What follows belongs to an exercise in optimizing a design on an open flow for small area; a production flow would make more cautious choices. Function was checked by simulation only, so behaviour that the tests miss may differ from the original. Power is estimated from default activity; no workload was simulated.

==> flow/design.v, too long to show whole: its modules and the start of the top module <==
// module small_fifo: 51 lines
// module fallthrough_small_fifo: 64 lines
// module action_processor: 1992 lines
module action_processor
#(
   parameter C_AXIS_DATA_WIDTH = 64,
   parameter C_AXIS_TUSER_WIDTH=128,
   parameter C_AXIS_LEN_DATA_WIDTH=16,
   parameter C_AXIS_SPT_DATA_WIDTH=8,
   parameter C_AXIS_DPT_DATA_WIDTH=8,
   parameter OPENFLOW_ACTION_SIZE = 320
)
(
   input asclk,
   input aresetn,
   input [C_AXIS_DATA_WIDTH-1:0] s_axis_tdata,
   input [(C_AXIS_DATA_WIDTH/8)-1:0] s_axis_tstrb,
   input [C_AXIS_TUSER_WIDTH-1:0] s_axis_tuser,
   input  s_axis_tvalid,
   input  s_axis_tlast,
   output s_axis_tready,
   input [OPENFLOW_ACTION_SIZE -1: 0] lu_action,
   input lu_req,
   input lu_done,
   output [C_AXIS_DATA_WIDTH-1:0] m_axis_tdata,
   output [(C_AXIS_DATA_WIDTH/8)-1:0] m_axis_tstrb,
   output [C_AXIS_TUSER_WIDTH-1:0] m_axis_tuser,
   output m_axis_tvalid,
   output reg  m_axis_tlast,
   input  m_axis_tready,
   output reg [31:0] num_pkts_processed
);
  // ...
==> flow/flow/run.sh <==
#!/bin/bash
# The standard layout (standard.sh, unchanged synthesis) with two changes:
# ports are buffered with the smallest buffer, and clock tree synthesis adds
# no dummy loads. Each tool's output is in the ORFS logs under orfs/logs.
set -euo pipefail
export BUFFER_PORTS_ARGS="-buffer_cell sky130_fd_sc_hd__buf_1"
export CTS_ARGS="-sink_clustering_enable -repair_clock_nets -dont_use_dummy_load -buf_list {sky130_fd_sc_hd__clkbuf_4 sky130_fd_sc_hd__clkbuf_8}"
bash standard.sh > standard_flow.log 2>&1
==> flow/standard.sh <==
#!/bin/bash
# synth_recipe.tcl (not shown) runs the flow's synth.tcl, then flattens the netlist and writes it again
# the make line also repeats each setting of config.mk as NAME=value (left out here)
make -C /OpenROAD-flow-scripts/flow DESIGN_CONFIG=/design/flow/config.mk WORK_HOME=/design/flow/orfs CLKGATE_MAP_FILE= SYNTH_SCRIPT=/design/flow/synth_recipe.tcl "${@:-finish}"
==> flow/config.mk <==
export PLATFORM = sky130hd
export DESIGN_NAME = action_processor
export DESIGN_NICKNAME = action_processor
export VERILOG_FILES = /design/flow/design.v
export SDC_FILE = /design/flow/constraint.sdc
export NUM_CORES = 4
export LEC_CHECK = 0
export CAP_MARGIN = 20
export CORE_MARGIN = 2
export CORE_UTILIZATION = 30
export PLACE_DENSITY = 0.5
export SLEW_MARGIN = 20
==> flow/constraint.sdc <==
create_clock -name core_clock -period 10.0 [get_ports {asclk}]
set_input_delay 2.0000 -clock core_clock [delete_from_list [all_inputs] [get_ports {asclk}]]
set_output_delay 2.0000 -clock core_clock [all_outputs]
set_load 0.01 [all_outputs]
==> flow_summary_export.csv, run 1 <==
group,metric,value,unit
status,outcome,"no timing/DRC/antenna violations",
critical_path,path_cells,"mux4_2 -> mux4_4 -> buf_4 -> a211oi_1 -> a41oi_1 -> buf_1",
global_route,grt_max_degree,177,
critical_path,cp_num_cells,6,
clock_tree,post-cts-setup-buffers,0,
synthesis,synth_async_sr_flop_share,0,
finish,final_common_cell,"edfxtp_1",
finish,buffer_area_frac,0.03087,
synthesis,syn_area_per_cell,12.01,sq um
power_and_ir_drop,powerDensity,177.1,mW/mm^2
route,drc,0,
power_and_ir_drop,p_seq_frac,0.510,
sta,period_needed,6.847,ns
clock_tree,clk_pin_slew,0.06,ns
critical_path,crit_end,"m_axis_tdata[25]",
finish,multi_input_area_share,0.3499,
min_path,hold_end,"nw_out_strb_2nd[1]",
route,met3_length,52750,um
critical_path,start_kind,"flop",
route,vias_per_cell,5.900,
route,ant_nets,0,
synthesis,yosysMostFrequentCell,"edfxtp_1",
run,drv_cap,0,
sta,rsz0062_at_grt,"false",
placed_design,place.gp.congestion,0.9520,
finish,finalInstanceArea,0.1421,sq mm
synthesis,synth_seq_cells,2695,
critical_path,critical_path_class,"reg -> out",
power_and_ir_drop,p_sw,7.408,mW
critical_path,rrSetupSlack,3.35,ns
synthesis,synth-simple-area-share,0.09452,
clock_tree,clkSinkCount,2695,
synthesis,synth_top_area_cell,"edfxtp_1",
finish,multi_input_area,0.04972,sq mm
placed_design,portBuffers,668,
global_route,global_route.peak_usage_layer,"met2",
critical_path,cp.required,8.00,ns
==> run 2: changes to the inputs <==
--- a/flow/design.v
+++ b/flow/design.v
@@ -252,34 +252,41 @@
    wire vlan_msb, vlan_lsb, vlan_lsb_or_msb, vlan_lsb_msb, vlan_lsb_not_msb;
    reg [NUM_DT_RD_STATES-1:0] dt_rd_state, dt_rd_state_nxt;
    reg dt_rd_onemore, dt_rd_onemore_nxt;
    reg [NUM_DL_STATES-1:0]  dl_state, dl_state_nxt;
    reg dl_out_wr, dl_out_wr_nxt;
    reg [C_AXIS_DATA_WIDTH-1:0] dl_out_data, dl_out_data_nxt;
    reg [C_AXIS_DATA_WIDTH/2-1:0] dl_out_data_buf, dl_out_data_buf_nxt;
    reg [C_AXIS_DATA_WIDTH/8-1:0] dl_out_strb_nxt;
-   reg [2:0] dl_out_strb;
+   reg [2:0] dl_last_code;
    reg [C_AXIS_DATA_WIDTH/16-1:0] dl_out_strb_buf, dl_out_strb_buf_nxt;
    reg dl_out_last, dl_out_last_nxt;
    reg dl_proc_start, dl_proc_start_nxt;
    reg [1:0] dl_proc_done, dl_proc_done_nxt;
+   function [16:0] dfold;
+      input [17:0] v;
+      reg [16:0] t;
+      begin
+         t = v[15:0] + v[17:16];
+         dfold = {1'b0, t[15:0] + t[16]};
+      end
+   endfunction
    function [16:0] fold;
       input [16:0] v;
       fold = v[16] ? {1'b0, v[15:0] + 16'd1} : v;
    endfunction
    reg is_ip, is_ip_nxt, is_ip_1st, is_ip_2nd;
    reg is_udp, is_udp_nxt, is_udp_1st, is_udp_2nd;
    reg is_tcp, is_tcp_nxt, is_tcp_1st, is_tcp_2nd;
    reg is_sctp, is_sctp_nxt, is_sctp_1st, is_sctp_2nd;
    reg [4:0] ip_hlen, ip_hlen_nxt, ip_hlen_1st, ip_hlen_2nd;
    reg [NUM_NW_STATES-1:0]  nw_state, nw_state_nxt;
    reg nw_out_wr, nw_out_wr_nxt, nw_out_wr_1st, nw_out_wr_2nd;
    reg [C_AXIS_DATA_WIDTH-1:0] nw_out_data, nw_out_data_nxt, nw_out_data_1st, nw_out_data_2nd;
-   reg [2:0] nw_out_strb, nw_out_strb_nxt, nw_out_strb_1st, nw_out_strb_2nd;
    reg nw_out_last, nw_out_last_nxt, nw_out_last_1st, nw_out_last_2nd;
    reg [1:0] nw_dl_proc_done, nw_dl_proc_done_nxt, nw_dl_proc_done_1st, nw_dl_proc_done_2nd;
    reg [1:0] nw_proc_done, nw_proc_done_nxt, nw_proc_done_1st, nw_proc_done_2nd;
    reg [16:0] nw_tos_diff, nw_tos_diff_nxt, nw_tos_diff_2nd;
    reg [16:0] nw_ttl_diff, nw_ttl_diff_nxt, nw_ttl_diff_2nd;
    reg [16:0] nw_src_h_diff, nw_src_h_diff_nxt, nw_src_h_diff_2nd;
    reg [16:0] nw_src_l_diff, nw_src_l_diff_nxt, nw_src_l_diff_2nd;
    reg [16:0] nw_dst_h_diff, nw_dst_h_diff_nxt, nw_dst_h_diff_2nd;
@@ -296,37 +303,31 @@
    reg [1:0] nw_proc_flag, nw_proc_flag_nxt;
    reg [1:0] nw_nxt_proc_flag, nw_nxt_proc_flag_nxt;
    reg tp_proto, tp_proto_nxt;
    reg [16:0] tp_diff, tp_diff_nxt;
    reg tp_cs_done, tp_cs_done_nxt;
    reg [NUM_TPCS_STATES-1:0] tpcs_state, tpcs_state_nxt;
    reg [1:0] tp_proc_flag, tp_proc_flag_nxt;
    reg [C_AXIS_DATA_WIDTH-1:0] nw_out_data_1, nw_out_data_1_nxt;
-   reg [2:0] nw_out_strb_1, nw_out_strb_1_nxt;
    reg nw_out_last_1, nw_out_last_1_nxt;
    reg nw_out_wr_1, nw_out_wr_1_nxt;
    reg [C_AXIS_DATA_WIDTH-1:0] nw_out_data_2, nw_out_data_2_nxt;
-   reg [2:0] nw_out_strb_2, nw_out_strb_2_nxt;
    reg nw_out_last_2, nw_out_last_2_nxt;
    reg nw_out_wr_2, nw_out_wr_2_nxt;
    reg [C_AXIS_DATA_WIDTH-1:0] nw_out_data_3, nw_out_data_3_nxt;
-   reg [2:0] nw_out_strb_3, nw_out_strb_3_nxt;
    reg nw_out_last_3, nw_out_last_3_nxt;
    reg nw_out_wr_3, nw_out_wr_3_nxt;
    reg [C_AXIS_DATA_WIDTH-1:0] nw_out_data_4, nw_out_data_4_nxt;
-   reg [2:0] nw_out_strb_4, nw_out_strb_4_nxt;
    reg nw_out_last_4, nw_out_last_4_nxt;
    reg nw_out_wr_4, nw_out_wr_4_nxt;
    reg [C_AXIS_DATA_WIDTH-1:0] nw_out_data_5, nw_out_data_5_nxt;
-   reg [2:0] nw_out_strb_5, nw_out_strb_5_nxt;
    reg nw_out_last_5, nw_out_last_5_nxt;
    reg nw_out_wr_5, nw_out_wr_5_nxt;
    reg [C_AXIS_DATA_WIDTH-1:0] tp_out_data_nxt;
-   reg [2:0] tp_out_strb_nxt;
    reg tp_out_last, tp_out_last_nxt;
    reg tp_out_wr, tp_out_wr_nxt;
    reg [2:0] shift_cnt, shift_cnt_nxt;
    reg [NUM_SHIFT_STATES-1:0] shift_state, shift_state_nxt;
    wire [C_AXIS_DATA_WIDTH-1:0] le_tp_out_data;
    wire m_axis_tlast_int;
    wire m_axis_tvalid_dummy;
    wire pkt_buf_empty;
@@ -398,42 +399,39 @@
    reg in_last_vld;
    reg [3:0] in_last_slot;
    reg [2:0] in_last_code;
    wire in_q_empty = (in_depth == 0);
    wire in_q_rd = in_empty ? ~in_q_empty : (fifo_rd_en & ~in_q_empty);
    wire in_pop = fifo_rd_en & ~in_empty;
    assign fifo_empty = in_empty;
    assign fifo_nearly_full = (in_depth >= 15);
-   reg [3:0] in_rp_d;
    assign tx_last_infifo = in_last_vld && (in_last_slot == in_rp);
    reg [15:0] in_rd_oh;
    integer q;
    reg [RING_WIDTH-1:0] tx_data_r;
    always @(*) begin
       tx_data_r = 0;
       for (q=0; q<16; q=q+1)
          tx_data_r = tx_data_r | ({RING_WIDTH{in_rd_oh[q]}} & in_ring[q]);
    end
    assign tx_data = tx_data_r;
-   assign tx_strb_code = (in_last_vld && (in_last_slot == in_rp_d)) ?
+   assign tx_strb_code = (in_last_vld && in_rd_oh[in_last_slot]) ?
                          in_last_code : 3'd7;
    wire tx_head_lsb_valid = (in_last_code >= 3'd4);
    always @(posedge asclk) begin
       if (~aresetn) begin
          in_wp <= 0;
          in_rp <= 0;
-         in_rp_d <= 0;
          in_rd_oh <= 16'h0001;
          in_depth <= 0;
          in_last_vld <= 0;
          in_empty <= 1'b1;
       end
       else begin
-         in_rp_d <= in_rp;
          in_rd_oh <= 16'h0001 << in_rp;
          if (lu_req) begin
             in_wp <= 0;
             in_rp <= 0;
             in_last_vld <= 0;
          end
          else begin
             if (in_wr)
@@ -656,16 +654,20 @@
    assign vlan_lsb_or_msb = vlan_lsb || vlan_msb;
    assign vlan_lsb_msb = vlan_lsb && vlan_msb;
    assign vlan_lsb_not_msb = vlan_lsb && ~vlan_msb;
    wire [2:0] dl_strb_code =
       dl_out_strb_nxt[0] ? 3'd7 : dl_out_strb_nxt[1] ? 3'd6 :
       dl_out_strb_nxt[2] ? 3'd5 : dl_out_strb_nxt[3] ? 3'd4 :
       dl_out_strb_nxt[4] ? 3'd3 : dl_out_strb_nxt[5] ? 3'd2 :
       dl_out_strb_nxt[6] ? 3'd1 : 3'd0;
+   always @(posedge asclk) begin
+      if (dl_out_wr_nxt && dl_out_last_nxt)
+         dl_last_code <= dl_strb_code;
+   end
    always @(*) begin
       tx_user_rd_en = 0;
       dl_out_wr_nxt = 0;
       tx_user_1_nxt = tx_user_1;
       dl_out_data_nxt = be_tx_data;
       dl_out_strb_nxt = be_tx_strb;
       dl_out_data_buf_nxt = dl_out_data_buf;
       dl_out_strb_buf_nxt = dl_out_strb_buf;
@@ -870,19 +872,20 @@
          tx_user_1 <= tx_user_1_nxt;
          dl_out_wr <= dl_out_wr_nxt;
          dl_out_last <= dl_out_last_nxt;
          dl_proc_start <= dl_proc_start_nxt;
          dl_proc_done <= dl_proc_done_nxt;
          dl_state <= dl_state_nxt;
       end
    end
+   wire [7:0] ttl_old = (nw_state == NW_HDR_2ND_PTN1) ? dl_out_data[15:8] :
+                                                        dl_out_data[47:40];
    always @(*) begin
       nw_out_data_nxt = dl_out_data;
-      nw_out_strb_nxt = dl_out_strb;
       nw_out_last_nxt = dl_out_last;
       nw_out_wr_nxt = dl_out_wr;
       nw_dl_proc_done_nxt = dl_proc_done;
       nw_proc_done_nxt = 0;
       is_ip_nxt = is_ip_1st;
       is_udp_nxt = is_udp_1st;
       is_tcp_nxt = is_tcp_1st;
       is_sctp_nxt = is_sctp_1st;
@@ -890,17 +893,16 @@
       nw_state_nxt = nw_state;
       case (nw_state)
          NW_HDR_1ST: begin
             is_udp_nxt = 0;
             is_tcp_nxt = 0;
             is_sctp_nxt = 0;
             if (dl_out_wr) begin
                nw_out_data_nxt = dl_out_data;
-               nw_out_strb_nxt = dl_out_strb;
                if (dl_proc_done == FLAG_START_MSB) begin
                   if (dl_out_data[63:48] == 16'h0800) begin
                      is_ip_nxt = 1;
                      ip_hlen_nxt = dl_out_data[43:40] *2-3;
                      if (nf2_action_flag & 16'h0100) begin
                         nw_out_data_nxt[39:34] = set_nw_tos;
                      end
                      if (nf2_action_flag & 16'h0800) begin
@@ -930,46 +932,44 @@
                      nw_state_nxt = NW_THRU;
                   end
                end
             end
          end
          NW_HDR_2ND_PTN1: begin
             if (dl_out_wr) begin
                nw_out_data_nxt = dl_out_data;
-               nw_out_strb_nxt = dl_out_strb;
                ip_hlen_nxt = ip_hlen_1st-4;
                if (nf2_action_flag & 16'h2000) begin
                   nw_out_data_nxt[15:8] = set_nw_ttl;
                end
                else if (nf2_action_flag & 16'h4000) begin
-                  nw_out_data_nxt[15:8] = dl_out_data[15:8] - 1;
+                  nw_out_data_nxt[15:8] = ttl_old - 1;
                end
                if (dl_out_data[7:0] == 8'h06) begin
                   is_tcp_nxt = 1;
                end
                else if (dl_out_data[7:0] == 8'h11) begin
                   is_udp_nxt = 1;
                end
                else if (dl_out_data[7:0] == 8'h84) begin
                   is_sctp_nxt = 1;
                end
                nw_state_nxt = NW_HDR_3RD_PTN1;
             end
          end
          NW_HDR_2ND_PTN2: begin
             if (dl_out_wr) begin
                nw_out_data_nxt = dl_out_data;
-               nw_out_strb_nxt = dl_out_strb;
                ip_hlen_nxt = ip_hlen_1st-4;
                if (nf2_action_flag & 16'h2000) begin
                   nw_out_data_nxt[47:40] = set_nw_ttl;
                end
                else if (nf2_action_flag & 16'h4000) begin
-                  nw_out_data_nxt[47:40] = dl_out_data[47:40] - 1;
+                  nw_out_data_nxt[47:40] = ttl_old - 1;
                end
                if (dl_out_data[39:32] == 8'h06) begin
                   is_tcp_nxt = 1;
                end
                else if (dl_out_data[39:32] == 8'h11) begin
                   is_udp_nxt = 1;
                end
                else if (dl_out_data[39:32] == 8'h84) begin
@@ -979,31 +979,29 @@
                   nw_out_data_nxt[15:0] = set_nw_src[31:16];
                end
                nw_state_nxt = NW_HDR_3RD_PTN2;
             end
          end
          NW_HDR_3RD_PTN1: begin
             if (dl_out_wr) begin
                nw_out_data_nxt = dl_out_data;
-               nw_out_strb_nxt = dl_out_strb;
                ip_hlen_nxt = ip_hlen_1st-4;
                if (nf2_action_flag & 16'h0040) begin
                   nw_out_data_nxt[47:16] = set_nw_src;
                end
                if (nf2_action_flag & 16'h0080) begin
                   nw_out_data_nxt[15:0] = set_nw_dst[31:16];
                end
                nw_state_nxt = NW_HDR_4TH_PTN1;
             end
          end
          NW_HDR_3RD_PTN2: begin
             if (dl_out_wr) begin
                nw_out_data_nxt = dl_out_data;
-               nw_out_strb_nxt = dl_out_strb;
                if (nf2_action_flag & 16'h0040) begin
                   nw_out_data_nxt[63:48] = set_nw_src[15:0];
                end
                if (nf2_action_flag & 16'h0080) begin
                   nw_out_data_nxt[47:16] = set_nw_dst;
                end
                if (ip_hlen_1st == 3) begin
                   if (is_udp_1st || is_tcp_1st) begin
@@ -1021,17 +1019,16 @@
                   ip_hlen_nxt = ip_hlen_1st-4;
                   nw_state_nxt = NW_OPT_PASS;
                end
             end
          end
          NW_HDR_4TH_PTN1: begin
             if (dl_out_wr) begin
                nw_out_data_nxt = dl_out_data;
-               nw_out_strb_nxt = dl_out_strb;
                if (nf2_action_flag & 16'h0080) begin
                   nw_out_data_nxt[63:48] = set_nw_dst[15:0];
                end
                if (ip_hlen_1st == 1) begin
                   if (is_udp_1st || is_tcp_1st) begin
                      if (nf2_action_flag & 16'h0200) begin
                         nw_out_data_nxt[47:32] = set_tp_src;
                      end
@@ -1061,17 +1058,16 @@
                   ip_hlen_nxt = ip_hlen_1st - 4;
                   nw_state_nxt = NW_OPT_PASS;
                end
             end
          end
          NW_OPT_PASS: begin
             if (dl_out_wr) begin
                nw_out_data_nxt = dl_out_data;
-               nw_out_strb_nxt = dl_out_strb;
                if (ip_hlen_1st == 1) begin
                   if (is_udp_1st || is_tcp_1st) begin
                      if (nf2_action_flag & 16'h0200) begin
                         nw_out_data_nxt[48:32] = set_tp_src;
                      end
                      if (nf2_action_flag & 16'h0400) begin
                         nw_out_data_nxt[31:16] = set_tp_dst;
                      end
@@ -1097,70 +1093,65 @@
                else begin
                   ip_hlen_nxt = ip_hlen_1st-4;
                end
             end
          end
          TP_HDR_2ND_PTN1: begin
             if (dl_out_wr) begin
                nw_out_data_nxt = dl_out_data;
-               nw_out_strb_nxt = dl_out_strb;
                if (nf2_action_flag & 16'h0400) begin
                   nw_out_data_nxt[63:48] = set_tp_dst;
                end
                if (is_tcp_1st) begin
                   nw_state_nxt = TP_HDR_3RD_PTN1;
                end
                else begin
                   nw_state_nxt = NW_THRU;
                end
             end
          end
          TP_HDR_2ND_PTN2: begin
             if (dl_out_wr) begin
                nw_out_data_nxt = dl_out_data;
-               nw_out_strb_nxt = dl_out_strb;
                if (is_tcp_1st) begin
                   nw_state_nxt = TP_HDR_3RD_PTN2;
                end
                else begin
                   nw_state_nxt = NW_THRU;
                end
             end
          end
          TP_HDR_3RD_PTN1: begin
             if (dl_out_wr) begin
                nw_out_data_nxt = dl_out_data;
-               nw_out_strb_nxt = dl_out_strb;
                nw_state_nxt = NW_THRU;
             end
          end
          TP_HDR_3RD_PTN2: begin
             if (dl_out_wr) begin
                nw_out_data_nxt = dl_out_data;
-               nw_out_strb_nxt = dl_out_strb;
                nw_state_nxt = NW_THRU;
             end
          end
          NW_THRU: begin
             if (dl_out_wr) begin
                nw_out_data_nxt = dl_out_data;
-               nw_out_strb_nxt = dl_out_strb;
                if (dl_out_last) begin
                   nw_state_nxt = NW_HDR_1ST;
                end
             end
          end
       endcase
    end
-   function [15:0] fdiff;
+   function [16:0] fdiff;
       input f;
       input [15:0] set;
       input [15:0] old;
-      fdiff = f ? fold({1'b0, set} + {1'b0, ~old}) : 16'hFFFF;
+      fdiff = f ? ({1'b0, set} + {1'b0, ~old}) : 17'h0FFFF;
    endfunction
    wire flag_nw_src = |(nf2_action_flag & 16'h0040);
    wire flag_nw_dst = |(nf2_action_flag & 16'h0080);
    wire flag_tp_src = |(nf2_action_flag & 16'h0200);
    wire flag_tp_dst = |(nf2_action_flag & 16'h0400);
    wire s_hdr1 = nw_state == NW_HDR_1ST;
    wire s_2p1 = nw_state == NW_HDR_2ND_PTN1;
    wire s_2p2 = nw_state == NW_HDR_2ND_PTN2;
@@ -1175,17 +1166,16 @@
    wire s_tpchk = s_4p1 | s_opt;
    wire hl1 = (ip_hlen_1st == 1);
    wire hl3 = (ip_hlen_1st == 3);
    wire tcpudp = is_udp_1st | is_tcp_1st;
    wire d_hdr_ip = dl_out_wr & s_hdr1 & dl_proc_done[0];
    wire d_is_ip = (dl_out_data[31:16] == 16'h0800);
    wire d_zero = d_hdr_ip & ~d_is_ip;
    wire [7:0] ttl_new = s_2p1 ? nw_out_data_nxt[15:8] : nw_out_data_nxt[47:40];
-   wire [7:0] ttl_old = s_2p1 ? dl_out_data[15:8] : dl_out_data[47:40];
    always @(*) begin
       nw_tos_diff_nxt = nw_tos_diff_2nd;
       nw_ttl_diff_nxt = nw_ttl_diff_2nd;
       nw_src_h_diff_nxt = nw_src_h_diff_2nd;
       nw_src_l_diff_nxt = nw_src_l_diff_2nd;
       nw_dst_h_diff_nxt = nw_dst_h_diff_2nd;
       nw_dst_l_diff_nxt = nw_dst_l_diff_2nd;
       nw_cs_inv_nxt = nw_cs_inv_2nd;
@@ -1248,25 +1238,25 @@
          nw_dst_h_diff_2nd <= 0;
          nw_dst_l_diff_2nd <= 0;
          nw_cs_inv_2nd <= 0;
          tp_src_diff_2nd <= 0;
          tp_dst_diff_2nd <= 0;
          tp_cs_inv_2nd <= 0;
       end
       else begin
-         nw_tos_diff_2nd <= fold(nw_tos_diff_nxt);
-         nw_ttl_diff_2nd <= fold(nw_ttl_diff_nxt);
-         nw_src_h_diff_2nd <= fold(nw_src_h_diff_nxt);
-         nw_src_l_diff_2nd <= fold(nw_src_l_diff_nxt);
-         nw_dst_h_diff_2nd <= fold(nw_dst_h_diff_nxt);
-         nw_dst_l_diff_2nd <= fold(nw_dst_l_diff_nxt);
+         nw_tos_diff_2nd <= nw_tos_diff_nxt;
+         nw_ttl_diff_2nd <= nw_ttl_diff_nxt;
+         nw_src_h_diff_2nd <= nw_src_h_diff_nxt;
+         nw_src_l_diff_2nd <= nw_src_l_diff_nxt;
+         nw_dst_h_diff_2nd <= nw_dst_h_diff_nxt;
+         nw_dst_l_diff_2nd <= nw_dst_l_diff_nxt;
          nw_cs_inv_2nd <= {1'b0, nw_cs_inv_nxt[15:0]};
-         tp_src_diff_2nd <= fold(tp_src_diff_nxt);
-         tp_dst_diff_2nd <= fold(tp_dst_diff_nxt);
+         tp_src_diff_2nd <= tp_src_diff_nxt;
+         tp_dst_diff_2nd <= tp_dst_diff_nxt;
          tp_cs_inv_2nd <= {1'b0, tp_cs_inv_nxt[15:0]};
       end
    end
    always @(posedge asclk) begin
       if (~aresetn) begin
          nw_out_last_1st <= 0;
          nw_out_wr_1st <= 0;
          nw_dl_proc_done_1st <= 0;
@@ -1346,54 +1336,44 @@
       nw_src_l_diff = nw_src_l_diff_2nd;
       nw_dst_h_diff = nw_dst_h_diff_2nd;
       nw_dst_l_diff = nw_dst_l_diff_2nd;
       nw_cs_inv = nw_cs_inv_2nd;
       tp_src_diff = tp_src_diff_2nd;
       tp_dst_diff = tp_dst_diff_2nd;
       tp_cs_inv = tp_cs_inv_2nd;
    end
+   wire nwcs_3 = (nwcs_state == NWCS_3RD);
+   wire nwcs_4 = (nwcs_state == NWCS_4TH) || (nwcs_state == NWCS_4TH_A);
+   wire nwcs_5 = (nwcs_state == NWCS_5TH) || (nwcs_state == NWCS_5TH_A) ||
+                 (nwcs_state == NWCS_5TH_B);
+   wire nwcs_6 = (nwcs_state == NWCS_6TH) || (nwcs_state == NWCS_6TH_A) ||
+                 (nwcs_state == NWCS_6TH_B) || (nwcs_state == NWCS_6TH_C);
+   wire [16:0] nw_d1_a = nwcs_3 ? nw_tos_diff : nw_diff1;
+   wire [16:0] nw_d1_b = nwcs_3 ? nw_ttl_diff : nwcs_4 ? nw_cs_inv : nw_diff2;
+   wire [16:0] nw_d1_sum = dfold({1'b0, nw_d1_a} + {1'b0, nw_d1_b});
+   wire [16:0] nw_d2_a = nwcs_4 ? nw_src_h_diff : nw_dst_h_diff;
+   wire [16:0] nw_d2_b = nwcs_4 ? nw_src_l_diff : nw_dst_l_diff;
+   wire [16:0] nw_d2_sum = dfold({1'b0, nw_d2_a} + {1'b0, nw_d2_b});
+   wire [16:0] nw_ps_sum = dfold({1'b0, nw_pseudo_diff} + {1'b0, nw_diff2});
    always @(*) begin
       nw_diff1_nxt = nw_diff1;
       nw_diff2_nxt = nw_diff2;
       nw_pseudo_diff_nxt = nw_pseudo_diff;
       nw_cs_done_nxt = 0;
-      case (nwcs_state)
-         NWCS_3RD: begin
-            nw_diff1_nxt = nw_tos_diff + nw_ttl_diff;
-            nw_diff1_nxt = {1'b0, nw_diff1_nxt[15:0]} +
-                           {16'h0000, nw_diff1_nxt[16]};
-         end
-         NWCS_4TH, NWCS_4TH_A: begin
-            nw_diff2_nxt = nw_src_h_diff + nw_src_l_diff;
-            nw_diff2_nxt = {1'b0, nw_diff2_nxt[15:0]} +
-                           {16'h0000, nw_diff2_nxt[16]};
-            nw_diff1_nxt = nw_diff1 + nw_cs_inv;
-            nw_diff1_nxt = {1'b0, nw_diff1_nxt[15:0]} +
-                           {16'h0000, nw_diff1_nxt[16]};
-         end
-         NWCS_5TH, NWCS_5TH_A, NWCS_5TH_B: begin
-            nw_diff1_nxt = nw_diff1 + nw_diff2;
-            nw_diff1_nxt = {1'b0, nw_diff1_nxt[15:0]} +
-                           {16'h0000, nw_diff1_nxt[16]};
-            nw_diff2_nxt = nw_dst_h_diff + nw_dst_l_diff;
-            nw_diff2_nxt = {1'b0, nw_diff2_nxt[15:0]} +
-                           {16'h0000, nw_diff2_nxt[16]};
-            nw_pseudo_diff_nxt = nw_diff2;
-         end
-         NWCS_6TH, NWCS_6TH_A, NWCS_6TH_B, NWCS_6TH_C: begin
-            nw_diff1_nxt = nw_diff1 + nw_diff2;
-            nw_diff1_nxt = {1'b0, nw_diff1_nxt[15:0]} +
-                           {16'h0000, nw_diff1_nxt[16]};
-            nw_pseudo_diff_nxt = nw_pseudo_diff + nw_diff2;
-            nw_pseudo_diff_nxt = {1'b0, nw_pseudo_diff_nxt[15:0]} +
-                           {16'h0000, nw_pseudo_diff_nxt[16]};
-            nw_cs_done_nxt = 1;
-         end
-      endcase
+      if (nwcs_3 | nwcs_4 | nwcs_5 | nwcs_6)
+         nw_diff1_nxt = nw_d1_sum;
+      if (nwcs_4 | nwcs_5)
+         nw_diff2_nxt = nw_d2_sum;
+      if (nwcs_5)
+         nw_pseudo_diff_nxt = nw_diff2;
+      if (nwcs_6) begin
+         nw_pseudo_diff_nxt = nw_ps_sum;
+         nw_cs_done_nxt = 1;
+      end
    end
    always @(posedge asclk) begin
       if (~aresetn) begin
          nw_diff1 <= 0;
          nw_diff2 <= 0;
          nw_pseudo_diff <= 0;
          nw_cs_done <= 0;
       end
@@ -1570,37 +1550,31 @@
          nwcs_state <= NWCS_1ST;
       end
       else begin
          nw_proc_flag <= nw_proc_flag_nxt;
          nw_nxt_proc_flag <= nw_nxt_proc_flag_nxt;
          nwcs_state <= nwcs_state_nxt;
       end
    end
+   wire tpcs_3 = (tpcs_state == TPCS_3RD) || (tpcs_state == TPCS_3RD_A);
+   wire tpcs_4 = (tpcs_state == TPCS_4TH) || (tpcs_state == TPCS_4TH_A) ||
+                 (tpcs_state == TPCS_4TH_B);
+   wire tpcs_5 = (tpcs_state == TPCS_5TH) || (tpcs_state == TPCS_5TH_A) ||
+                 (tpcs_state == TPCS_5TH_B);
+   wire [16:0] tp_a = tpcs_3 ? tp_src_diff : tp_diff;
+   wire [16:0] tp_b = tpcs_3 ? tp_dst_diff : tpcs_4 ? tp_cs_inv : nw_pseudo_diff;
+   wire [16:0] tp_sum = dfold({1'b0, tp_a} + {1'b0, tp_b});
    always @(*) begin
       tp_diff_nxt = tp_diff;
       tp_cs_done_nxt = 0;
-      case (tpcs_state)
-         TPCS_3RD, TPCS_3RD_A: begin
-            tp_diff_nxt = tp_src_diff + tp_dst_diff;
-            tp_diff_nxt = {1'b0, tp_diff_nxt[15:0]} +
-                           {16'h0000, tp_diff_nxt[16]};
-         end
-         TPCS_4TH, TPCS_4TH_A, TPCS_4TH_B: begin
-            tp_diff_nxt = tp_diff + tp_cs_inv;
-            tp_diff_nxt = {1'b0, tp_diff_nxt[15:0]} +
-                           {16'h0000, tp_diff_nxt[16]};
-         end
-         TPCS_5TH, TPCS_5TH_A, TPCS_5TH_B: begin
-            tp_diff_nxt = tp_diff + nw_pseudo_diff;
-            tp_diff_nxt = {1'b0, tp_diff_nxt[15:0]} +
-                           {16'h0000, tp_diff_nxt[16]};
-            tp_cs_done_nxt = 1;
-         end
-      endcase
+      if (tpcs_3 | tpcs_4 | tpcs_5)
+         tp_diff_nxt = tp_sum;
+      if (tpcs_5)
+         tp_cs_done_nxt = 1;
    end
    always @(posedge asclk) begin
       if (~aresetn) begin
          tp_diff <= 0;
          tp_cs_done <= 0;
       end
       else begin
          tp_diff <= {1'b0, tp_diff_nxt[15:0]};
@@ -1719,141 +1693,123 @@
       else begin
          tp_proto <= tp_proto_nxt;
          tp_proc_flag <= tp_proc_flag_nxt;
          tpcs_state <= tpcs_state_nxt;
       end
    end
    always @(*) begin
       nw_out_data_1_nxt = nw_out_data_1;
-      nw_out_strb_1_nxt = nw_out_strb_1;
       nw_out_last_1_nxt = nw_out_last_1;
       nw_out_wr_1_nxt = nw_out_wr_1;
       nw_out_data_2_nxt = nw_out_data_2;
-      nw_out_strb_2_nxt = nw_out_strb_2;
       nw_out_last_2_nxt = nw_out_last_2;
       nw_out_wr_2_nxt = nw_out_wr_2;
       nw_out_data_3_nxt = nw_out_data_3;
-      nw_out_strb_3_nxt = nw_out_strb_3;
       nw_out_last_3_nxt = nw_out_last_3;
       nw_out_wr_3_nxt = nw_out_wr_3;
       nw_out_data_4_nxt = nw_out_data_4;
-      nw_out_strb_4_nxt = nw_out_strb_4;
       nw_out_last_4_nxt = nw_out_last_4;
       nw_out_wr_4_nxt = nw_out_wr_4;
       nw_out_data_5_nxt = nw_out_data_5;
-      nw_out_strb_5_nxt = nw_out_strb_5;
       nw_out_last_5_nxt = nw_out_last_5;
       nw_out_wr_5_nxt = nw_out_wr_5;
       tp_out_data_nxt = nw_out_data_5;
-      tp_out_strb_nxt = nw_out_strb_5;
       tp_out_last_nxt = tp_out_last;
       tp_out_wr_nxt = 0;
       shift_cnt_nxt = shift_cnt;
       shift_state_nxt = shift_state;
       case (shift_state)
          PKT_EXIST: begin
             if (nw_out_wr) begin
                nw_out_data_1_nxt = nw_out_data;
-               nw_out_strb_1_nxt = nw_out_strb;
                nw_out_last_1_nxt = nw_out_last;
                nw_out_wr_1_nxt = nw_out_wr;
                nw_out_data_2_nxt = nw_out_data_1;
-               nw_out_strb_2_nxt = nw_out_strb_1;
                nw_out_last_2_nxt = nw_out_last_1;
                nw_out_wr_2_nxt = nw_out_wr_1;
                nw_out_data_3_nxt = nw_out_data_2;
-               nw_out_strb_3_nxt = nw_out_strb_2;
                nw_out_last_3_nxt = nw_out_last_2;
                nw_out_wr_3_nxt = nw_out_wr_2;
                nw_out_data_4_nxt = nw_out_data_3;
                if (tp_cs_done && (tp_proto == 0)) begin
                   if (tp_proc_flag == FLAG_START_MSB) begin
                      nw_out_data_4_nxt[47:32] = ~tp_diff;
                   end
                   else begin
                      nw_out_data_4_nxt[15:0] = ~tp_diff;
                   end
                end
-               nw_out_strb_4_nxt = nw_out_strb_3;
                nw_out_last_4_nxt = nw_out_last_3;
                nw_out_wr_4_nxt = nw_out_wr_3;
                nw_out_data_5_nxt = nw_out_data_4;
                if (nw_cs_done && (nw_proc_flag == FLAG_START_LSB)) begin
                   nw_out_data_5_nxt[63:48] = ~nw_diff1;
                end
                else if (tp_cs_done && (tp_proto == 1)) begin
                   if (tp_proc_flag == FLAG_START_MSB) begin
                      nw_out_data_5_nxt[63:48] = ~tp_diff;
                   end
                   else begin
                      nw_out_data_5_nxt[31:16] = ~tp_diff;
                   end
                end
-               nw_out_strb_5_nxt = nw_out_strb_4;
                nw_out_last_5_nxt = nw_out_last_4;
                nw_out_wr_5_nxt = nw_out_wr_4;
                tp_out_data_nxt = nw_out_data_5;
                if (nw_cs_done && (nw_proc_flag == FLAG_START_MSB)) begin
                   tp_out_data_nxt[31:16] = ~nw_diff1;
                end
-               tp_out_strb_nxt = nw_out_strb_5;
                tp_out_last_nxt = nw_out_last_5;
                tp_out_wr_nxt = nw_out_wr_5;
                if (nw_out_last) begin
                   shift_cnt_nxt = 5;
                   shift_state_nxt = PKT_PUSH;
                end
             end
          end
          PKT_PUSH: begin
             nw_out_data_1_nxt = nw_out_data;
-            nw_out_strb_1_nxt = nw_out_strb;
             nw_out_last_1_nxt = nw_out_last;
             nw_out_wr_1_nxt = nw_out_wr;
             nw_out_data_2_nxt = nw_out_data_1;
-            nw_out_strb_2_nxt = nw_out_strb_1;
             nw_out_last_2_nxt = nw_out_last_1;
             nw_out_wr_2_nxt = nw_out_wr_1;
             nw_out_data_3_nxt = nw_out_data_2;
-            nw_out_strb_3_nxt = nw_out_strb_2;
             nw_out_last_3_nxt = nw_out_last_2;
             nw_out_wr_3_nxt = nw_out_wr_2;
             nw_out_data_4_nxt = nw_out_data_3;
             if (tp_cs_done && (tp_proto == 0)) begin
                if (tp_proc_flag == FLAG_START_MSB) begin
                   nw_out_data_4_nxt[47:32] = ~tp_diff;
                end
                else begin
                   nw_out_data_4_nxt[15:0] = ~tp_diff;
                end
             end
-            nw_out_strb_4_nxt = nw_out_strb_3;
             nw_out_last_4_nxt = nw_out_last_3;
             nw_out_wr_4_nxt = nw_out_wr_3;
             nw_out_data_5_nxt = nw_out_data_4;
             if (nw_cs_done && (nw_proc_flag == FLAG_START_LSB)) begin
                nw_out_data_5_nxt[63:48] = ~nw_diff1;
             end
             else if (tp_cs_done && (tp_proto == 1)) begin
                if (tp_proc_flag == FLAG_START_MSB) begin
                   nw_out_data_5_nxt[63:48] = ~tp_diff;
                end
                else begin
                   nw_out_data_5_nxt[31:16] = ~tp_diff;
                end
             end
-            nw_out_strb_5_nxt = nw_out_strb_4;
             nw_out_last_5_nxt = nw_out_last_4;
             nw_out_wr_5_nxt = nw_out_wr_4;
             tp_out_data_nxt = nw_out_data_5;
             if (nw_cs_done && (nw_proc_flag == FLAG_START_MSB)) begin
                tp_out_data_nxt[31:16] = ~nw_diff1;
             end
-            tp_out_strb_nxt = nw_out_strb_5;
             tp_out_last_nxt = nw_out_last_5;
             tp_out_wr_nxt = nw_out_wr_5;
             shift_cnt_nxt = shift_cnt -1;
             if (nw_out_wr || (shift_cnt == 0)) begin
                shift_state_nxt = PKT_EXIST;
             end
          end
       endcase
@@ -1894,48 +1850,46 @@
    end
    generate
       genvar j;
       for (j=0; j<8; j=j+1) begin:gen_little_endian_data
          assign le_tp_out_data[((56-j*8)+7):(56-j*8)]  =
             tp_out_data_nxt[(j*8+7):(j*8)];
       end
    endgenerate
-   wire [2:0] le_tp_out_strb_code = tp_out_strb_nxt;
    wire [2:0] m_strb_code;
    reg [4:0] o_depth;
    reg o_empty;
    reg [RING_WIDTH-1:0] o_ring [0:2];
    reg [1:0] o_wp, o_rp, o_cnt;
    reg [3:0] o_wj, o_rj;
-   reg [15:0] o_loc;
+   reg [13:3] o_loc;
+   reg [13:3] o_rj_oh;
    wire o_we = tp_out_wr_nxt;
    wire [RING_WIDTH-1:0] o_din = le_tp_out_data;
    reg o_last_vld;
    reg [3:0] o_last_j;
-   reg [2:0] o_last_code;
    reg [RING_WIDTH-1:0] o_spill_word;
    wire o_q_empty = (o_depth == 0);
    wire o_q_rd = o_empty ? ~o_q_empty : (m_tdata_rd_en & ~o_q_empty);
    wire o_pop = m_tdata_rd_en & ~o_empty;
-   wire o_rd_loc = o_loc[o_rj];
+   wire o_rd_loc = |(o_rj_oh & o_loc);
    wire o_ring_pop = o_pop & ~o_rd_loc;
    wire o_spill = o_we & (o_cnt == 2'd3) & ~o_ring_pop;
    wire o_ring_wr = o_we & ~o_spill;
    wire o_spill_own = o_spill & (o_wj >= 3) & (o_wj <= 6);
    wire [RING_WIDTH-1:0] in_bus = (o_spill & ~o_spill_own) ? o_din : in_din;
    assign pkt_buf_empty = o_empty;
    assign m_axis_tlast_int = o_last_vld && (o_last_j == o_rj);
-   assign m_strb_code = m_axis_tlast_int ? o_last_code : 3'd7;
+   assign m_strb_code = m_axis_tlast_int ? dl_last_code : 3'd7;
    assign m_axis_tdata =
       o_rd_loc ? o_spill_word :
       (({RING_WIDTH{o_rp == 2'd0}} & o_ring[0]) |
        ({RING_WIDTH{o_rp == 2'd1}} & o_ring[1]) |
        ({RING_WIDTH{o_rp == 2'd2}} & o_ring[2]));
-   reg [13:3] o_rj_oh;
    always @(*) begin
       o_spill_word = 0;
       for (q=3; q<14; q=q+1)
          o_spill_word = o_spill_word | ({RING_WIDTH{o_rj_oh[q]}} & in_ring[q]);
    end
    integer r;
    always @(posedge asclk) begin
       for (r=0; r<16; r=r+1) begin
@@ -1947,17 +1901,17 @@
          end
          else begin
             if ((o_spill && o_wj == r) || (in_wr && in_wp == r))
                in_ring[r] <= in_bus;
          end
       end
       if (o_ring_wr)
          o_ring[o_wp] <= o_din;
-      if (o_we)
+      if (o_we && o_wj >= 3 && o_wj <= 13)
          o_loc[o_wj] <= o_spill;
    end
    always @(posedge asclk) begin
       if (~aresetn) begin
          o_depth <= 0;
          o_empty <= 1'b1;
          o_wp <= 0;
          o_rp <= 0;
@@ -1989,17 +1943,16 @@
             o_last_vld <= 0;
          end
          else begin
             if (o_we)
                o_wj <= o_wj + 1'b1;
             if (o_we && tp_out_last_nxt) begin
                o_last_vld <= 1'b1;
                o_last_j <= o_wj;
-               o_last_code <= le_tp_out_strb_code;
             end
             if (o_pop) begin
                o_rj <= o_rj + 1'b1;
                o_rj_oh <= {o_rj_oh[12:3], o_rj == 4'd2};
             end
          end
       end
    end
@@ -2083,28 +2036,19 @@
       else begin
          out_dt_rd_state <= out_dt_rd_state_nxt;
          num_pkts_processed <= num_pkts_processed_nxt;
       end
    end
    always @(posedge asclk) begin
       dl_out_data <= dl_out_data_nxt;
       dl_out_data_buf <= dl_out_data_buf_nxt;
-      dl_out_strb <= dl_strb_code;
       dl_out_strb_buf <= dl_out_strb_buf_nxt;
       nw_out_data_1st <= nw_out_data_nxt;
-      nw_out_strb_1st <= nw_out_strb_nxt;
       nw_out_data_2nd <= nw_out_data_1st;
-      nw_out_strb_2nd <= nw_out_strb_1st;
       nw_out_data <= nw_out_data_2nd;
-      nw_out_strb <= nw_out_strb_2nd;
       nw_out_data_1 <= nw_out_data_1_nxt;
-      nw_out_strb_1 <= nw_out_strb_1_nxt;
       nw_out_data_2 <= nw_out_data_2_nxt;
-      nw_out_strb_2 <= nw_out_strb_2_nxt;
       nw_out_data_3 <= nw_out_data_3_nxt;
-      nw_out_strb_3 <= nw_out_strb_3_nxt;
       nw_out_data_4 <= nw_out_data_4_nxt;
-      nw_out_strb_4 <= nw_out_strb_4_nxt;
       nw_out_data_5 <= nw_out_data_5_nxt;
-      nw_out_strb_5 <= nw_out_strb_5_nxt;
    end
 endmodule
==> flow/flow/run.sh (replaced) <==
#!/bin/bash
# The standard layout (standard.sh, unchanged synthesis) with two changes:
# ports are buffered with the smallest buffer, and clock tree synthesis adds
# no dummy loads and uses sink clusters of up to 15 flip-flops, with small
# buffers. Each tool's output is in the ORFS logs under orfs/logs, and
# standard.sh's own output in standard_flow.log.
set -euo pipefail
export BUFFER_PORTS_ARGS="-buffer_cell sky130_fd_sc_hd__buf_1"
export CTS_ARGS="-sink_clustering_enable -repair_clock_nets -dont_use_dummy_load -sink_clustering_size 15 -sink_clustering_max_diameter 60 -buf_list {sky130_fd_sc_hd__clkbuf_4 sky130_fd_sc_hd__clkbuf_8}"
bash standard.sh > standard_flow.log 2>&1
==> flow/config.mk (replaced) <==
export PLATFORM = sky130hd
export DESIGN_NAME = action_processor
export DESIGN_NICKNAME = action_processor
export VERILOG_FILES = /design/flow/design.v
export SDC_FILE = /design/flow/constraint.sdc
export NUM_CORES = 4
export LEC_CHECK = 0
export CAP_MARGIN = 20
export CORE_MARGIN = 2
export CORE_UTILIZATION = 50
export PLACE_DENSITY = 0.6
export SLEW_MARGIN = 20
==> flow_summary_export.csv, run 2 <==
group,metric,value,unit
critical_path,crit_arrival,9.91,ns
power_and_ir_drop,swShare,0.2637,
sta,hold_viol,0,
route,drc,0,
synthesis,syn_area_per_cell,12.14,sq um
finish,seqCellArea,0.07292,sq mm
finish,final_common_cell,"edfxtp_1",
synthesis,synth_commonest_cells,"edfxtp_1 (1,956), nand2_1 (782), dfxtp_1 (703)",
sta,period_needed,8.994,ns
route,drtPass1Iterations,13,
clock_tree,cts_hold_buffers,0,
synthesis,yosysUniqueCellTypes,115,
sta,worst_slew_pin_slew,1.234,ns
clock_tree,clockRootBuffer,"clkbuf_8",
route,routed_wl,466500,um
sta,fmax,111.2,MHz
critical_path,cp_top_family,"simple AND/OR/NAND/NOR gates",
finish,largest_reg_flops,1024,
critical_path,crit_fanout,17,
finish,finalNetCount,11170,
synthesis,yosysMostFrequentCell,"edfxtp_1",
placed_design,place.gp.congestion,0.9499,
floorplanning,die_area,0.2442,sq mm
global_route,grt_max_degree,175,
placed_design,portBuffers,668,
power_and_ir_drop,powerDensity,155.4,mW/mm^2
min_path,hold_path.class,"reg -> reg",
clock_tree,clk_pin_slew,0.10,ns
synthesis,synth_top_area_cell,"edfxtp_1",
finish,multi_input_area,0.04433,sq mm
finish,layout-drive-gt1-share,0.09294,
clock_tree,cts_tree,"done",
floorplanning,fp.coreArea,0.2383,sq mm
synthesis,synth_seq_cells,2659,
synthesis,synthFlopType,"edfxtp_1",
synthesis,yosys-top-cells-area,"edfxtp_1 (49%), dfxtp_1 (12%), mux2_2 (3.3%), mux2i_1 (2.8%), ha_1 (2.7%)",
synthesis,synth_enable_flop_cells,1956,
global_route,use_met3,0.08374,
route,ant_nets,0,
finish,finalInstanceArea,0.1295,sq mm
clock_tree,clock_latency,1.09,ns
critical_path,slowest_delay,0.59,ns
power_and_ir_drop,vdd_drop_max,0.1232,mV
floorplanning,ios,762,
sta,setup-violations-final,0,
sta,slew_headroom,0.1684,
critical_path,cp_slowest_cell,"nor4_1",
synthesis,netlist_instances,9892,
critical_path,start_kind,"flop",
synthesis,synth_fp_nets,10700,
synthesis,yosysWarningCount,2,
synthesis,ys_seq_area_frac,0.6061,
route,drt-initial-drc-count,13230,
clock_tree,cts_inserted_buffers,219,
critical_path,end_kind,"flop",
finish,layout_common_cells,"edfxtp_1 (1,956), nand2_1 (773), dfxtp_1 (673)",
sta,finalSetupTns,0,ns
synthesis,netlist_area,0.1201,sq mm
sta,finClkSkew,0.1263,ns
sta,period_share,0.8994,
clock_tree,clkSinkCount,2659,
global_route,grt_pass1_vias,86930,
synthesis,synth_async_sr_flop_share,0,
clock_tree,htree_levels,4,
placed_design,detailed_place_hpwl,308700,um
global_route,global_route.peak_usage_layer,"met2",
route,vias_per_cell,6.768,
floorplanning,die_height,494.2,um
critical_path,critical_path_class,"reg -> reg",
status,outcome,"no timing/DRC/antenna violations",
finish,fill_cells,20380,
finish,syn2layout_area_growth,7.804,%
run,drv_cap,0,
power_and_ir_drop,p_int,14.82,mW
sta,slew_viol_final,0,
global_route,grtUsageMet2,0.5662,
placed_design,dpl_cell_area,0.1264,sq mm
global_route,grt_use_met1,0.4805,
power_and_ir_drop,leakage,44.54,nW
power_and_ir_drop,p_sw,5.305,mW
critical_path,cp_common_cell,"ha_1",
power_and_ir_drop,p_seq_frac,0.618,
floorplanning,rows,179,
sta,rsz0062_at_grt,"false",
power_and_ir_drop,p_clk_frac,0.269,
power_and_ir_drop,p_comb_frac,0.113,
critical_path,cp.required,10.92,ns
global_route,grt_pass1_wl,647000,um
global_route,antenna_found_initial,48,
route,wl_per_cell,34.40,um
clock_tree,clockBufferDepth,3,
critical_path,path_buf_inv,2,
route,vias,91790,
synthesis,synth_top_area_frac,0.4889,
global_route,grt_overflow_total,0,
floorplanning,start_util,0.5041,
floorplanning,die_w,494.2,um
global_route,grt_usage,0.3710,
[run 2: cell types whose count changed after synthesis, sizes merged, moves of 39 or more]
cell,before,now
nand2,743,782
a21o,130,79
a22o,375,270
a211oi,180,138
a21oi,523,596
o21ai,531,478
a221oi,430,280
ha,339,258
xnor2,272,161
a22oi,162,308
xor2,186,125
mux2,280,348
buf,178,119
[run 2: final cells by class]
type / count / share of cell area
sequential: 2659 / 0.5631
tap: 3167 / 0.03060
clock buffer: 219 / 0.02327
timing repair buffer: 906 / 0.03366
multi-input combinational: 6359 / 0.3423
inverter: 219 / 0.006502
antenna: 33 / 0.0006376
[run 2: metal layers]
layer	vias up	wire, um	share of wire
li1	38850	-	-
met1	45160	173000	0.37
met2	6260	206500	0.44
met3	1492	52230	0.11
met4	26	34470	0.074
met5	-	202	0.00043
[run 2: logic make-up (layout without fill, tap and decap cells)]
family,Yosys count,in the layout,synth area share
AOI/OAI and AO/OA,2777,2777,0.1623
DFF,2659,2659,0.6061
and+or+nand+nor,2321,2321,0.08999
buffers and inverters,874,1344,0.02806
muxes,691,691,0.06175
xor gates and xnor gates,289,289,0.02143
adders and majority gates,280,280,0.03037
other,1,34,0.00003122
[run 2: timing repair]
action	in CTS	in global routing
setup endpoints to repair	0	4
setup buffers	0	0
resized for setup	0	2
[run 2: worst paths after layout]
| kind | slack (ns) | end | start | cells after the start |
|---|---|---|---|---|
| max | 1.01 | nw_diff2[15] | nwcs_state[8] | 32 |
| min reg2reg | 0.25 | nw_out_data[1] | nw_out_data_2nd[1] | 0 |
| min | 0.25 | nw_out_data[1] | nw_out_data_2nd[1] | 0 |
| max reg2reg | 1.01 | nw_diff2[15] | nwcs_state[8] | 32 |
[run 2: stage by stage]
step	setup WS [ns]	hold WS (ns)	instances	total power [mW]	util
after floorplan	0.2474	0.3096	9892	13.82	-
after global placement	0.8814	0.3111	13310	14.82	0.5302
after detailed placement	0.7667	0.3121	13310	14.87	0.5303
after CTS	0.7003	0.2400	13530	20.11	0.5430
after global routing	0.1807	0.2584	13540	20.69	0.5432
final	1.006	0.2516	13560	20.12	0.5435
[run 2: power by group through the flow]
stage                     logic [mW]  clock network [mW]  registers, mW
after floorplan                 1.35                   0           12.5
after global placement          2.17                   0           12.7
after detailed placement        2.20                   0           12.7
after CTS                       2.22                5.47           12.4
after global routing            2.41                5.84           12.4
final                           2.27                5.42           12.4
==> run 3: changes to the inputs <==
--- a/flow/config.mk
+++ b/flow/config.mk
@@ -8,5 +8,5 @@
 export CAP_MARGIN = 20
 export CORE_MARGIN = 2
-export CORE_UTILIZATION = 50
-export PLACE_DENSITY = 0.6
+export CORE_UTILIZATION = 60
+export PLACE_DENSITY = 0.7
 export SLEW_MARGIN = 20
==> flow_summary_export.csv, run 3 <==
group,metric,value,unit
sta,rsz0062_at_grt,"false",
route,routed_wl,445500,um
synthesis,synth_async_sr_flop_share,0,
placed_design,dp_cells,12790,
sta,hold_viol,0,
power_and_ir_drop,p_clk_frac,0.264,
finish,layout-drive-gt1-share,0.09136,
route,drtPass1Iterations,13,
finish,layout_common_cells,"edfxtp_1 (1,956), nand2_1 (774), dfxtp_1 (673)",
finish,finalInstanceArea,0.1287,sq mm
route,ant_nets,0,
sta,finClkSkew,0.09205,ns
sta,setup_ws,0.9123,ns
placed_design,portBuffers,668,
power_and_ir_drop,p_int,14.74,mW
power_and_ir_drop,p_sw,5.171,mW
sta,finalSetupTns,0,ns
global_route,grt_overflow_total,0,
synthesis,yosysMostFrequentCell,"edfxtp_1",
power_and_ir_drop,powerDensity,154.7,mW/mm^2
power_and_ir_drop,leakage,44.44,nW
synthesis,syn_area_per_cell,12.14,sq um
synthesis,netlist_instances,9892,
synthesis,yosysWarningCount,2,
finish,final_common_cell,"edfxtp_1",
critical_path,cp.required,10.93,ns
synthesis,synth_seq_cells,2659,
min_path,hold_path.class,"reg -> reg",
power_and_ir_drop,vdd_drop_max,0.1377,mV
power_and_ir_drop,swShare,0.2597,
power_and_ir_drop,p_seq_frac,0.623,
synthesis,synth_top_area_cell,"edfxtp_1",
critical_path,cp_slowest_cell,"nor4_1",
clock_tree,cts_tree,"done",
floorplanning,start_util,0.6023,
finish,finalNetCount,11150,
power_and_ir_drop,p_comb_frac,0.113,
global_route,grt_usage,0.4260,
synthesis,ys_seq_area_frac,0.6061,
floorplanning,rows,164,
sta,slew_viol_final,0,
global_route,global_route.peak_usage_layer,"met2",
floorplanning,die_w,451.5,um
global_route,grt_use_met1,0.5275,
floorplanning,fp.coreArea,0.1995,sq mm
synthesis,yosysUniqueCellTypes,115,
global_route,grt_max_degree,154,
sta,period_share,0.9088,
finish,largest_reg_flops,1024,
clock_tree,clkSinkCount,2659,
critical_path,cp_common_cell,"ha_1",
placed_design,dp_slack,0.7600,ns
route,vias,92550,
sta,hold_ws,0.2714,ns
status,outcome,"no timing/DRC/antenna violations",
sta,slew_headroom,0.09924,
clock_tree,post-cts-setup-buffers,0,
global_route,grtUsageMet2,0.6415,
critical_path,crit_arrival,10.02,ns
synthesis,yosys-top-cells-area,"edfxtp_1 (49%), dfxtp_1 (12%), mux2_2 (3.3%), mux2i_1 (2.8%), ha_1 (2.7%)",
route,wl_per_cell,34.16,um
sta,setup-violations-final,0,
finish,fin_cells,13040,
finish,utilization,0.6454,
run,drv_cap,0,
route,drc,0,
power_and_ir_drop,power,19.91,mW
critical_path,crit_fanout,20,
placed_design,detailed_place_hpwl,293700,um
floorplanning,die_height,451.5,um
synthesis,synthFlopType,"edfxtp_1",
route,drt-initial-drc-count,15070,
route,vias_per_cell,7.097,
synthesis,synth_commonest_cells,"edfxtp_1 (1,956), nand2_1 (782), dfxtp_1 (703)",
global_route,grt_pass1_vias,87920,
critical_path,critical_path_class,"reg -> reg",
synthesis,netlist_area,0.1201,sq mm
clock_tree,clk_pin_slew,0.09,ns
synthesis,synth_fp_nets,10700,
global_route,use_met3,0.1206,
placed_design,dpl_cell_area,0.1256,sq mm
clock_tree,clock_latency,1.05,ns
clock_tree,clockRootBuffer,"clkbuf_8",
sta,period_needed,9.088,ns
floorplanning,ios,762,
global_route,antenna_found_initial,48,
critical_path,slowest_delay,0.49,ns
global_route,grt_pass1_wl,623200,um
critical_path,start_kind,"flop",
floorplanning,die_area,0.2038,sq mm
clock_tree,clockBufferDepth,3,
sta,fmax,110.0,MHz
synthesis,synth_top_area_frac,0.4889,
clock_tree,cts_inserted_buffers,210,
finish,syn2layout_area_growth,7.153,%
sta,worst_slew_pin_slew,1.337,ns
critical_path,end_kind,"flop",
placed_design,place.gp.congestion,0.9801,
clock_tree,htree_levels,4,
synthesis,synth_enable_flop_cells,1956,
-- run 3: final timing paths --
check / start / to / slack, ns / cells after the start
max: nwcs_state[12] / nw_diff2[14] / 0.91 / 31
min: nw_out_data_2nd[11] / nw_out_data[11] / 0.27 / 0
max reg2reg: nwcs_state[12] / nw_diff2[14] / 0.91 / 31
min reg2reg: nw_out_data_2nd[11] / nw_out_data[11] / 0.27 / 0
-- run 3: power groups by stage --
| stage | clock, mW | sequential (mW) | combinational, mW |
|---|---|---|---|
| floorplan | 0 | 12.5 | 1.35 |
| global placement | 0 | 12.6 | 2.12 |
| detailed placement | 0 | 12.6 | 2.17 |
| CTS | 5.27 | 12.4 | 2.18 |
| global route | 5.63 | 12.4 | 2.37 |
| finish | 5.25 | 12.4 | 2.25 |
-- run 3: what timing repair did --
item,in CTS,in global routing
gates resized for setup,0,2
endpoints found under the setup margin,0,5
hold buffers,0,0
-- run 3: cells by family (layout without fill, tap and decap cells) --
kind of cell	Yosys count	count (layout)	share of synthesized area
other	1	43	0.00003122
multiplexers	691	691	0.06175
AO/OA/AOI/OAI	2777	2777	0.1623
XOR/XNOR	289	289	0.02143
adder cells (fa/ha/maj)	280	280	0.03037
flip-flops	2659	2659	0.6061
buffers and inverters	874	1326	0.02806
AND/OR/NAND/NOR	2321	2321	0.08999
-- run 3: final cells by class --
| type | count | area [sq um] |
|---|---|---|
| Clock buffer | 210 | 2890 |
| Fill cell | 15430 | 70730 |
| Sequential cell | 2659 | 72920 |
| Antenna cell | 42 | 105.1 |
| Tap cell | 2656 | 3323 |
| Inverter | 219 | 842.1 |
| Timing Repair Buffer | 897 | 4324 |
| Multi-Input combinational cell | 6359 | 44320 |
-- run 3: layer usage --
| metal | vias to the layer above | part of all wire |
|---|---|---|
| met4 | 18 | 0.089 |
| met5 | - | 0.00023 |
| met3 | 1903 | 0.13 |
| li1 | 38870 | - |
| met2 | 7203 | 0.44 |
| met1 | 44560 | 0.35 |
-- run 3: critical path: cells and delay by family (launching register included) --
family / cells / cell delay (ns)
fa+ha+maj: 5 / 1.33
buf+inv: 1 / 0.35
compound gates: 11 / 2.92
flops: 1 / 0.39
mux: 1 / 0.41
xor+xnor: 1 / 0.15
simple gates: 12 / 3.39
==> run 4: changes to the inputs <==
==> flow/flow/run.sh (replaced) <==
#!/bin/bash
# The standard layout (standard.sh, unchanged synthesis) with two changes:
# ports are buffered with the smallest buffer, and clock tree synthesis adds
# no dummy loads and uses small buffers. Each tool's output is in the ORFS
# logs under orfs/logs, and standard.sh's own output in standard_flow.log.
set -euo pipefail
export BUFFER_PORTS_ARGS="-buffer_cell sky130_fd_sc_hd__buf_1"
export CTS_ARGS="-sink_clustering_enable -repair_clock_nets -dont_use_dummy_load -buf_list {sky130_fd_sc_hd__clkbuf_4 sky130_fd_sc_hd__clkbuf_8}"
bash standard.sh > standard_flow.log 2>&1
--- a/flow/config.mk
+++ b/flow/config.mk
@@ -8,5 +8,5 @@
 export CAP_MARGIN = 20
 export CORE_MARGIN = 2
-export CORE_UTILIZATION = 60
-export PLACE_DENSITY = 0.7
+export CORE_UTILIZATION = 50
+export PLACE_DENSITY = 0.6
 export SLEW_MARGIN = 20
==> flow_summary_export.csv, run 4 <==
group,metric,value,unit
min_path,whs_path_depth,0,
critical_path,crit_fanout,17,
sta,hold_viol,0,
synthesis,synth_enable_flop_cells,1956,
power_and_ir_drop,p_clk_frac,0.347,
finish,layout-drive-gt1-share,0.1123,
power_and_ir_drop,vdd_drop_max,0.1315,mV
critical_path,crit_arrival,9.97,ns
power_and_ir_drop,powerDensity,170.2,mW/mm^2
floorplanning,ios,762,
global_route,grt_pass1_wl,652100,um
synthesis,synth_commonest_cells,"edfxtp_1 (1,956), nand2_1 (782), dfxtp_1 (703)",
critical_path,cp_common_cell,"ha_1",
critical_path,path_buf_inv,2,
finish,syn2layout_area_growth,10.39,%
power_and_ir_drop,p_seq_frac,0.552,
synthesis,syn_area_per_cell,12.14,sq um
power_and_ir_drop,p_sw,5.769,mW
critical_path,end_kind,"flop",
global_route,grt_usage,0.3734,
finish,largest_reg_flops,1024,
critical_path,start_kind,"flop",
floorplanning,die_area,0.2442,sq mm
placed_design,place.gp.congestion,0.9499,
route,drt-initial-drc-count,12980,
min_path,hold_path.class,"reg -> reg",
sta,worst_slew_pin_slew,1.182,ns
route,wl_per_cell,34.08,um
sta,finClkSkew,0.1759,ns
sta,fmax,111.1,MHz
critical_path,cp_top_family,"simple AND/OR/NAND/NOR gates",
synthesis,yosys-top-cells-area,"edfxtp_1 (49%), dfxtp_1 (12%), mux2_2 (3.3%), mux2i_1 (2.8%), ha_1 (2.7%)",
finish,final_common_cell,"edfxtp_1",
finish,finalNetCount,11400,
synthesis,synth_top_area_cell,"edfxtp_1",
route,ant_nets,0,
clock_tree,cts_inserted_buffers,445,
sta,slew_viol_final,0,
clock_tree,cts_hold_buffers,0,
floorplanning,start_util,0.5041,
synthesis,yosysWarningCount,2,
power_and_ir_drop,swShare,0.2556,
synthesis,synthFlopType,"edfxtp_1",
critical_path,slowest_delay,0.50,ns
clock_tree,clock_latency,1.18,ns
global_route,grt_pass1_vias,88740,
sta,slew_headroom,0.2089,
clock_tree,clkSinkCount,2659,
critical_path,reg2reg_depth,32,
sta,setup-violations-final,0,
route,vias,92960,
critical_path,r2r-end,"nw_diff2[15]",
floorplanning,rows,179,
route,vias_per_cell,6.743,
power_and_ir_drop,p_comb_frac,0.101,
route,drtPass1Iterations,9,
synthesis,synth_seq_cells,2659,
clock_tree,cts_tree,"done",
synthesis,synth_fp_nets,10700,
floorplanning,die_w,494.2,um
power_and_ir_drop,leakage,46.17,nW
critical_path,r2r-start,"nwcs_state[13]",
clock_tree,clockBufferDepth,4,
global_route,antenna_found_initial,50,
critical_path,rrSetupSlack,1.0,ns
clock_tree,clockRootBuffer,"clkbuf_8",
route,drc,0,
critical_path,cp_slowest_cell,"nor4_1",
min_path,hold_end,"nw_out_data[7]",
clock_tree,post-cts-setup-buffers,0,
clock_tree,cts_resized,0,
sta,hold_ws,0.2673,ns
power_and_ir_drop,power,22.57,mW
route,routed_wl,469900,um
sta,rsz0062_at_grt,"false",
synthesis,yosysUniqueCellTypes,115,
power_and_ir_drop,p_int,16.80,mW
clock_tree,clk_pin_slew,0.06,ns
sta,period_needed,9.002,ns
synthesis,ys_seq_area_frac,0.6061,
sta,finalSetupTns,0,ns
placed_design,portBuffers,668,
critical_path,critical_path_class,"reg -> reg",
synthesis,yosysMostFrequentCell,"edfxtp_1",
synthesis,synth_async_sr_flop_share,0,
global_route,grt_max_degree,175,
finish,layout_common_cells,"edfxtp_1 (1,956), nand2_1 (773), dfxtp_1 (673)",
critical_path,cp.required,10.97,ns
synthesis,netlist_instances,9892,
synthesis,synth_top_area_frac,0.4889,
sta,period_share,0.9002,
floorplanning,die_height,494.2,um
min_path,worstHoldStart,"nw_out_data_2nd[7]",
run,drv_cap,0,
global_route,grt_overflow_total,0,
status,outcome,"no timing/DRC/antenna violations",
synthesis,netlist_area,0.1201,sq mm
placed_design,detailed_place_hpwl,308700,um
floorplanning,fp.coreArea,0.2383,sq mm
clock_tree,htree_levels,5,
## run 4: cell families (layout without fill, tap and decap cells)
group / count (synthesis) / in the layout / share of synthesized area
multiplexers: 691 / 691 / 0.06175
AND/OR/NAND/NOR: 2321 / 2321 / 0.08999
flip-flops: 2659 / 2659 / 0.6061
buffers and inverters: 874 / 1570 / 0.02806
other: 1 / 32 / 0.00003122
adder cells (fa/ha/maj): 280 / 280 / 0.03037
XOR/XNOR: 289 / 289 / 0.02143
AO/OA/AOI/OAI: 2777 / 2777 / 0.1623
## run 4: power by group through the flow
stage               clock network [mW]  logic (mW)  registers (mW)
global route                      8.34        2.41            12.5
finish                            7.84        2.27            12.5
detailed placement                   0        2.20            12.7
floorplan                            0        1.35            12.5
CTS                               7.93        2.22            12.4
global placement                     0        2.17            12.7
## run 4: worst max path at each step
| stage | startpoint | end | slack (ns) | cells after the start |
|---|---|---|---|---|
| final | nwcs_state[13] | nw_diff2[15] | 1.0 | 32 |
| after global routing | nwcs_state[13] | nw_diff2[15] | 0.17 | 32 |
| after CTS | nwcs_state[13] | nw_diff2[12] | 0.66 | 32 |
| after detailed placement | nwcs_state[8] | nw_diff2[12] | 0.77 | 32 |
| after global placement | nwcs_state[8] | nw_diff2[14] | 0.88 | 32 |
| after floorplan | shift_state[0] | nw_out_data_1[0] | 0.25 | 6 |
## run 4: worst register-to-register path, delay by kind of cell (launching register included)
| family | cells | cell delay, ns |
|---|---|---|
| xor+xnor | 1 | 0.16 |
| compound gates | 12 | 3.11 |
| fa+ha+maj | 4 | 1.12 |
| flops | 1 | 0.38 |
| buf+inv | 2 | 0.52 |
| mux | 1 | 0.39 |
| simple gates | 12 | 3.16 |
## run 4: area by class of cell
| type | count | area [sq um] |
|---|---|---|
| diodes | 31 | 77.57 |
| clock buffers | 445 | 6125 |
| multi-input cells | 6359 | 44330 |
| repair buffers | 906 | 4359 |
| inverters | 219 | 842.1 |
| well taps | 3167 | 3963 |
| flip-flops and latches | 2659 | 72920 |
| fillers | 20170 | 105700 |
## run 4: layer usage
metal	vias up	wire (um)	GRT usage
li1	39290	-	-
met4	20	35670	0.2368
met3	1626	53310	0.09061
met2	6464	206800	0.5698
met1	45560	174000	0.4780
met5	-	127	0.0003914
## run 4: stage by stage
step / area [sq um] / util / setup slack (ns) / std cells
global placement: 126400 / 0.5302 / 0.8814 / 13310
detailed placement: 126400 / 0.5303 / 0.7667 / 13310
floorplan: 120100 / - / 0.2474 / 9892
CTS: 132500 / 0.5560 / 0.6626 / 13750
finish: 132600 / 0.5565 / 0.9980 / 13790
global route: 132600 / 0.5563 / 0.1723 / 13770

what the ideal ports hide:
No port has a modelled driver above. Below, the same layouts with a new extraction and two added sets of constraints. Step 1, drivers: a clkbuf_16 drives asclk and a buf_2 each remaining input, both assumed. Step 2 times the ports against the registers' clock, not the clock port: input delays grow and output delays shrink by t, the midpoint of the rising clock arrivals with the driver on. a / b / c = ideal / step 1 / step 2; a / b = the first two.
run	shift t [ns]	setup slack, ns	worst setup path at the end
run 1	1.192	3.153 / 3.049 / 2.957	input to register
run 2	1.107	1.006 / 1.006 / 1.006	register to register
run 3	1.094	0.912 / 0.912 / 0.912	register to register
run 4	1.193	0.998 / 0.998 / 0.998	register to register
After both steps every run listed still meets setup and hold. For run 1, which loses most, drivers alone change the setup slack by -0.104 ns; drivers and shift together by -0.196 ns.
